This is an optimization exercise on Yosys and OpenROAD, whose aim is small area, not a production implementation.
At most, simulation tests tie the RTL to the original design; equivalence was not proved.
Power and IR drop assume default switching activity.

// PE
module PE(clk, rst, bias, co_prob, perturb_prob, parent_gene0, parent_gene1, child_gene);
input clk;
input rst;
input bias;
input [7:0] co_prob;
input [7:0] perturb_prob;
input [31:0] parent_gene0;
input [31:0] parent_gene1;
output [31:0] child_gene;
reg [7:0] st;
wire [7:0] st_next;
assign st_next[0] = ~(st[2] ^ st[6] ^ st[7]);
assign st_next[1] = ~(st[0] ^ st[1] ^ st[2] ^ st[5] ^ st[6]);
assign st_next[2] = st[0] ^ st[1] ^ st[3] ^ st[5] ^ st[6];
assign st_next[3] = st[0] ^ st[2] ^ st[3] ^ st[4] ^ st[6] ^ st[7];
assign st_next[4] = st[0] ^ st[2] ^ st[5] ^ st[6] ^ st[7];
assign st_next[5] = st[6];
assign st_next[6] = st[0] ^ st[1] ^ st[5] ^ st[6];
assign st_next[7] = ~(st[2] ^ st[5] ^ st[6] ^ st[7]);
always @(posedge clk, posedge rst)
begin
    if (rst)
        st <= 8'h8E;
    else
        st <= st_next;
end
wire [7:0] s0;
assign s0[0] = st[0] ^ st[1] ^ st[2] ^ st[6];
assign s0[1] = ~(st[0] ^ st[1] ^ st[7]);
assign s0[2] = ~(st[1] ^ st[7]);
assign s0[3] = st[1] ^ st[4];
assign s0[4] = ~(st[2] ^ st[3] ^ st[5] ^ st[7]);
assign s0[5] = st[2] ^ st[5] ^ st[6] ^ st[7];
assign s0[6] = ~(st[7]);
assign s0[7] = ~(st[0] ^ st[1] ^ st[5] ^ st[6]);
wire [7:0] s1;
assign s1[0] = st[1] ^ st[4] ^ st[5];
assign s1[1] = ~(st[0] ^ st[2] ^ st[3] ^ st[5]);
assign s1[2] = ~(st[0] ^ st[1] ^ st[2] ^ st[4]);
assign s1[3] = st[1] ^ st[2] ^ st[3] ^ st[4] ^ st[5] ^ st[6];
assign s1[4] = st[0] ^ st[1] ^ st[3];
assign s1[5] = st[0] ^ st[2] ^ st[5] ^ st[7];
assign s1[6] = st[4] ^ st[5];
assign s1[7] = st[2] ^ st[3] ^ st[4] ^ st[6];
wire [7:0] s2;
assign s2[0] = st[0] ^ st[1] ^ st[3] ^ st[5] ^ st[6] ^ st[7];
assign s2[1] = st[0] ^ st[1] ^ st[2] ^ st[5] ^ st[6];
assign s2[2] = ~(st[1]);
assign s2[3] = st[0] ^ st[4] ^ st[5] ^ st[6];
  ...
Size: ~240 cells after synthesis, about 120 I/O pins, about 2500 um2 of cells after synthesis.
==> module PE, before the edit <==
module PE(clk, rst, bias, co_prob, perturb_prob, parent_gene0, parent_gene1, child_gene);
input clk;
input rst;
input bias;
input [7:0] co_prob;
input [7:0] perturb_prob;
input [31:0] parent_gene0;
input [31:0] parent_gene1;
output [31:0] child_gene;
reg [7:0] st;
wire [7:0] st_next;
assign st_next[0] = ~(st[2] ^ st[6] ^ st[7]);
assign st_next[1] = ~(st[0] ^ st[1] ^ st[2] ^ st[5] ^ st[6]);
assign st_next[2] = st[0] ^ st[1] ^ st[3] ^ st[5] ^ st[6];
assign st_next[3] = st[0] ^ st[2] ^ st[3] ^ st[4] ^ st[6] ^ st[7];
assign st_next[4] = st[0] ^ st[2] ^ st[5] ^ st[6] ^ st[7];
assign st_next[5] = st[6];
assign st_next[6] = st[0] ^ st[1] ^ st[5] ^ st[6];
assign st_next[7] = ~(st[2] ^ st[5] ^ st[6] ^ st[7]);
always @(posedge clk, posedge rst)
begin
    if (rst)
        st <= 8'h8E;
    else
        st <= st_next;
end
wire [7:0] s0;
assign s0[0] = st[0] ^ st[1] ^ st[2] ^ st[6];
assign s0[1] = ~(st[0] ^ st[1] ^ st[7]);
assign s0[2] = ~(st[1] ^ st[7]);
assign s0[3] = st[1] ^ st[4];
assign s0[4] = ~(st[2] ^ st[3] ^ st[5] ^ st[7]);
assign s0[5] = st[2] ^ st[5] ^ st[6] ^ st[7];
assign s0[6] = ~(st[7]);
assign s0[7] = ~(st[0] ^ st[1] ^ st[5] ^ st[6]);
wire [7:0] s1;
assign s1[0] = st[1] ^ st[4] ^ st[5];
assign s1[1] = ~(st[0] ^ st[2] ^ st[3] ^ st[5]);
assign s1[2] = ~(st[0] ^ st[1] ^ st[2] ^ st[4]);
assign s1[3] = st[1] ^ st[2] ^ st[3] ^ st[4] ^ st[5] ^ st[6];
assign s1[4] = st[0] ^ st[1] ^ st[3];
assign s1[5] = st[0] ^ st[2] ^ st[5] ^ st[7];
assign s1[6] = st[4] ^ st[5];
assign s1[7] = st[2] ^ st[3] ^ st[4] ^ st[6];
wire [7:0] s2;
assign s2[0] = st[0] ^ st[1] ^ st[3] ^ st[5] ^ st[6] ^ st[7];
assign s2[1] = st[0] ^ st[1] ^ st[2] ^ st[5] ^ st[6];
assign s2[2] = ~(st[1]);
assign s2[3] = st[0] ^ st[4] ^ st[5] ^ st[6];
assign s2[4] = ~(st[2] ^ st[3] ^ st[5] ^ st[6] ^ st[7]);
assign s2[5] = st[2] ^ st[6] ^ st[7];
assign s2[6] = ~(st[0]);
assign s2[7] = st[4] ^ st[7];
wire [7:0] s3;
assign s3[0] = ~(st[1] ^ st[7]);
assign s3[1] = st[1] ^ st[4];
assign s3[2] = ~(st[2] ^ st[3] ^ st[5] ^ st[7]);
assign s3[3] = st[2] ^ st[5] ^ st[6] ^ st[7];
assign s3[4] = ~(st[7]);
assign s3[5] = ~(st[0] ^ st[1] ^ st[5] ^ st[6]);
assign s3[6] = ~(st[6]);
assign s3[7] = ~(st[5]);
wire [7:0] m0n;
assign m0n[0] = st[0] ^ st[4] ^ st[5] ^ st[6];
assign m0n[1] = ~(st[2] ^ st[3] ^ st[5] ^ st[6] ^ st[7]);
assign m0n[2] = st[2] ^ st[6] ^ st[7];
assign m0n[3] = ~(st[0]);
assign m0n[4] = st[4] ^ st[7];
assign m0n[5] = st[1] ^ st[2] ^ st[3] ^ st[4] ^ st[5] ^ st[7];
assign m0n[6] = st[3] ^ st[6];
assign m0n[7] = st[2] ^ st[5] ^ st[6];
wire [7:0] m1n;
assign m1n[0] = st[0] ^ st[2] ^ st[5] ^ st[6] ^ st[7];
assign m1n[1] = st[4];
assign m1n[2] = st[0] ^ st[2] ^ st[3] ^ st[4] ^ st[6] ^ st[7];
assign m1n[3] = st[3];
assign m1n[4] = st[2] ^ st[6];
assign m1n[5] = ~(st[1] ^ st[5] ^ st[6]);
assign m1n[6] = st[4] ^ st[6] ^ st[7];
assign m1n[7] = st[1] ^ st[2] ^ st[3] ^ st[4] ^ st[7];
wire [7:0] m2n;
assign m2n[0] = st[0] ^ st[3] ^ st[6];
assign m2n[1] = ~(st[2] ^ st[4] ^ st[5] ^ st[6] ^ st[7]);
assign m2n[2] = st[0] ^ st[2] ^ st[3] ^ st[4] ^ st[6];
assign m2n[3] = st[0] ^ st[1] ^ st[3] ^ st[5] ^ st[6];
assign m2n[4] = st[2];
assign m2n[5] = ~(st[1] ^ st[6]);
assign m2n[6] = st[0] ^ st[4] ^ st[6];
assign m2n[7] = ~(st[0] ^ st[2] ^ st[3] ^ st[5] ^ st[6]);
wire [7:0] m3n;
assign m3n[0] = st[1] ^ st[4] ^ st[5] ^ st[6];
assign m3n[1] = ~(st[0] ^ st[2] ^ st[3]);
assign m3n[2] = ~(st[1] ^ st[2] ^ st[4] ^ st[7]);
assign m3n[3] = ~(st[0] ^ st[2] ^ st[3] ^ st[7]);
assign m3n[4] = ~(st[0] ^ st[2] ^ st[4] ^ st[5] ^ st[6] ^ st[7]);
assign m3n[5] = ~(st[0] ^ st[2] ^ st[3] ^ st[6] ^ st[7]);
assign m3n[6] = ~(st[0] ^ st[2] ^ st[4] ^ st[6] ^ st[7]);
assign m3n[7] = ~(st[2] ^ st[3] ^ st[6]);
wire [31:0] s_all = {s3, s2, s1, s0};
wire [31:0] m_all = {m3n, m2n, m1n, m0n};
reg [3:0] csel;
reg [31:0] child_n;
integer i;
always @(posedge clk)
begin
    for (i = 0; i < 4; i = i + 1) begin
        if (rst)
            csel[i] <= 1'b0;
        else
            csel[i] <= (co_prob > s_all[8*i +: 8]) ^ bias;
        child_n[8*i +: 8] <= ~((perturb_prob > s_all[8*i +: 8]) ? m_all[8*i +: 8] :
                               csel[i] ? parent_gene1[8*i +: 8] : parent_gene0[8*i +: 8]);
    end
end
assign child_gene = ~child_n;
endmodule
export LEC_CHECK = 0
export CAP_MARGIN = 20
export CORE_MARGIN = 2
export CORE_UTILIZATION = 40
export SLEW_MARGIN = 20
create_clock -name core_clock -period 5.0 [get_ports {clk}]
standard.sh (not shown) runs the stock make flow with config.mk's settings and CLKGATE_MAP_FILE= SYNTH_SCRIPT=/design/flow/synth_recipe.tcl, a recipe that flattens the netlist after the stock synthesis.
==> flow/flow/run.sh <==
#!/bin/bash
# Own layout flow for the PE.
#
# 1. the standard synthesis (standard.sh synth), unchanged.
# 2. Its netlist is replaced by flow/netlist.v, a hand-mapped netlist of the
#    same RTL (generated by gen/gen.py) that keeps exactly the standard
#    synthesis's registers: same instance names and cell types (checked
#    here by check_regs.py; the flow stops if they differ).
# 3. the standard layout (standard.sh finish) from that netlist, with:
#    - every input and output port buffered by a sky130 buf_1
#      (buffer_ports otherwise picks clkdlybuf4s50_1, which is larger);
#    - clock tree synthesis with small clock buffers and no dummy loads.
# Each tool's output goes to a log file of its own in this folder.
set -euo pipefail
export BUFFER_PORTS_ARGS="-buffer_cell sky130_fd_sc_hd__buf_1"
export CTS_ARGS="-sink_clustering_enable -repair_clock_nets -dont_use_dummy_load -buf_list {sky130_fd_sc_hd__clkbuf_4 sky130_fd_sc_hd__clkbuf_8}"
R=orfs/results/${FLOW_PLATFORM}/PE/base
bash standard.sh synth > make_synth.log 2>&1
cp $R/1_2_yosys.v standard_synth.v
python3 flow/check_regs.py standard_synth.v flow/netlist.v > check_regs.log 2>&1 || { cat check_regs.log; exit 1; }
cp flow/netlist.v $R/1_2_yosys.v
rm -f $R/1_synth.odb
bash standard.sh finish > make_finish.log 2>&1
Other scripts of this flow, unchanged in this note and not shown: flow/flow/check_regs.py, flow/flow/netlist.v
The starting point completed with no timing, DRC or antenna violations.
Change:
--- a/flow/design.v
+++ b/flow/design.v
@@ -15,8 +15,8 @@
 assign st_next[2] = st[0] ^ st[1] ^ st[3] ^ st[5] ^ st[6];
 assign st_next[3] = st[0] ^ st[2] ^ st[3] ^ st[4] ^ st[6] ^ st[7];
 assign st_next[4] = st[0] ^ st[2] ^ st[5] ^ st[6] ^ st[7];
-assign st_next[5] = st[6];
-assign st_next[6] = st[0] ^ st[1] ^ st[5] ^ st[6];
+assign st_next[5] = ~(~(st[6]));
+assign st_next[6] = ~(~(st[0] ^ st[1] ^ st[5] ^ st[6]));
 assign st_next[7] = ~(st[2] ^ st[5] ^ st[6] ^ st[7]);
 always @(posedge clk, posedge rst)
 begin
Final area stays the same.
Setup slack stays the same.
Worst hold slack does not change.
Count of clock-buffer cells in the layout does not change.
Power is unchanged.
Non-clock buffer count stays the same.
Wire length stays the same.
Utilization is unchanged.
Synthesized cell count is unchanged.
Clock skew stays the same.
Global-route usage does not change.
Via count does not change.
Sequential share of layout area stays the same.
Only the layout flow was run in the second run of this note; the RTL was not checked for function there.

-- re-timing with driven ports --
The flow's constraints put no driver on any port. The routed layouts listed below were extracted and timed again, unchanged, in two steps. Step 1: set_driving_cell puts a clkbuf_16 on clk and a buf_2 on each other input, an assumption about the parent block. Step 2 adds t to the input delays and takes it off the output delays; t is the mean of the earliest and latest rising clock arrival at the registers after step 1. Input paths then give back, and output paths get back, about the clock's delay inside the block. Slacks: ideal / step 1 / step 2; pairs: ideal / step 1.
run | t (ns) | setup WS [ns] | hold slack, ns | clock arrival spread, ns | cell pins on the clock port's net
the first run | 0.311 | 0.184 / 0.184 / 0.184 | 0.669 / 0.669 / 0.669 | 0.012 / 0.012 | 1
the second run | 0.311 | 0.184 / 0.184 / 0.184 | 0.669 / 0.669 / 0.669 | 0.012 / 0.012 | 1
After both steps setup and hold are still met in every run listed.
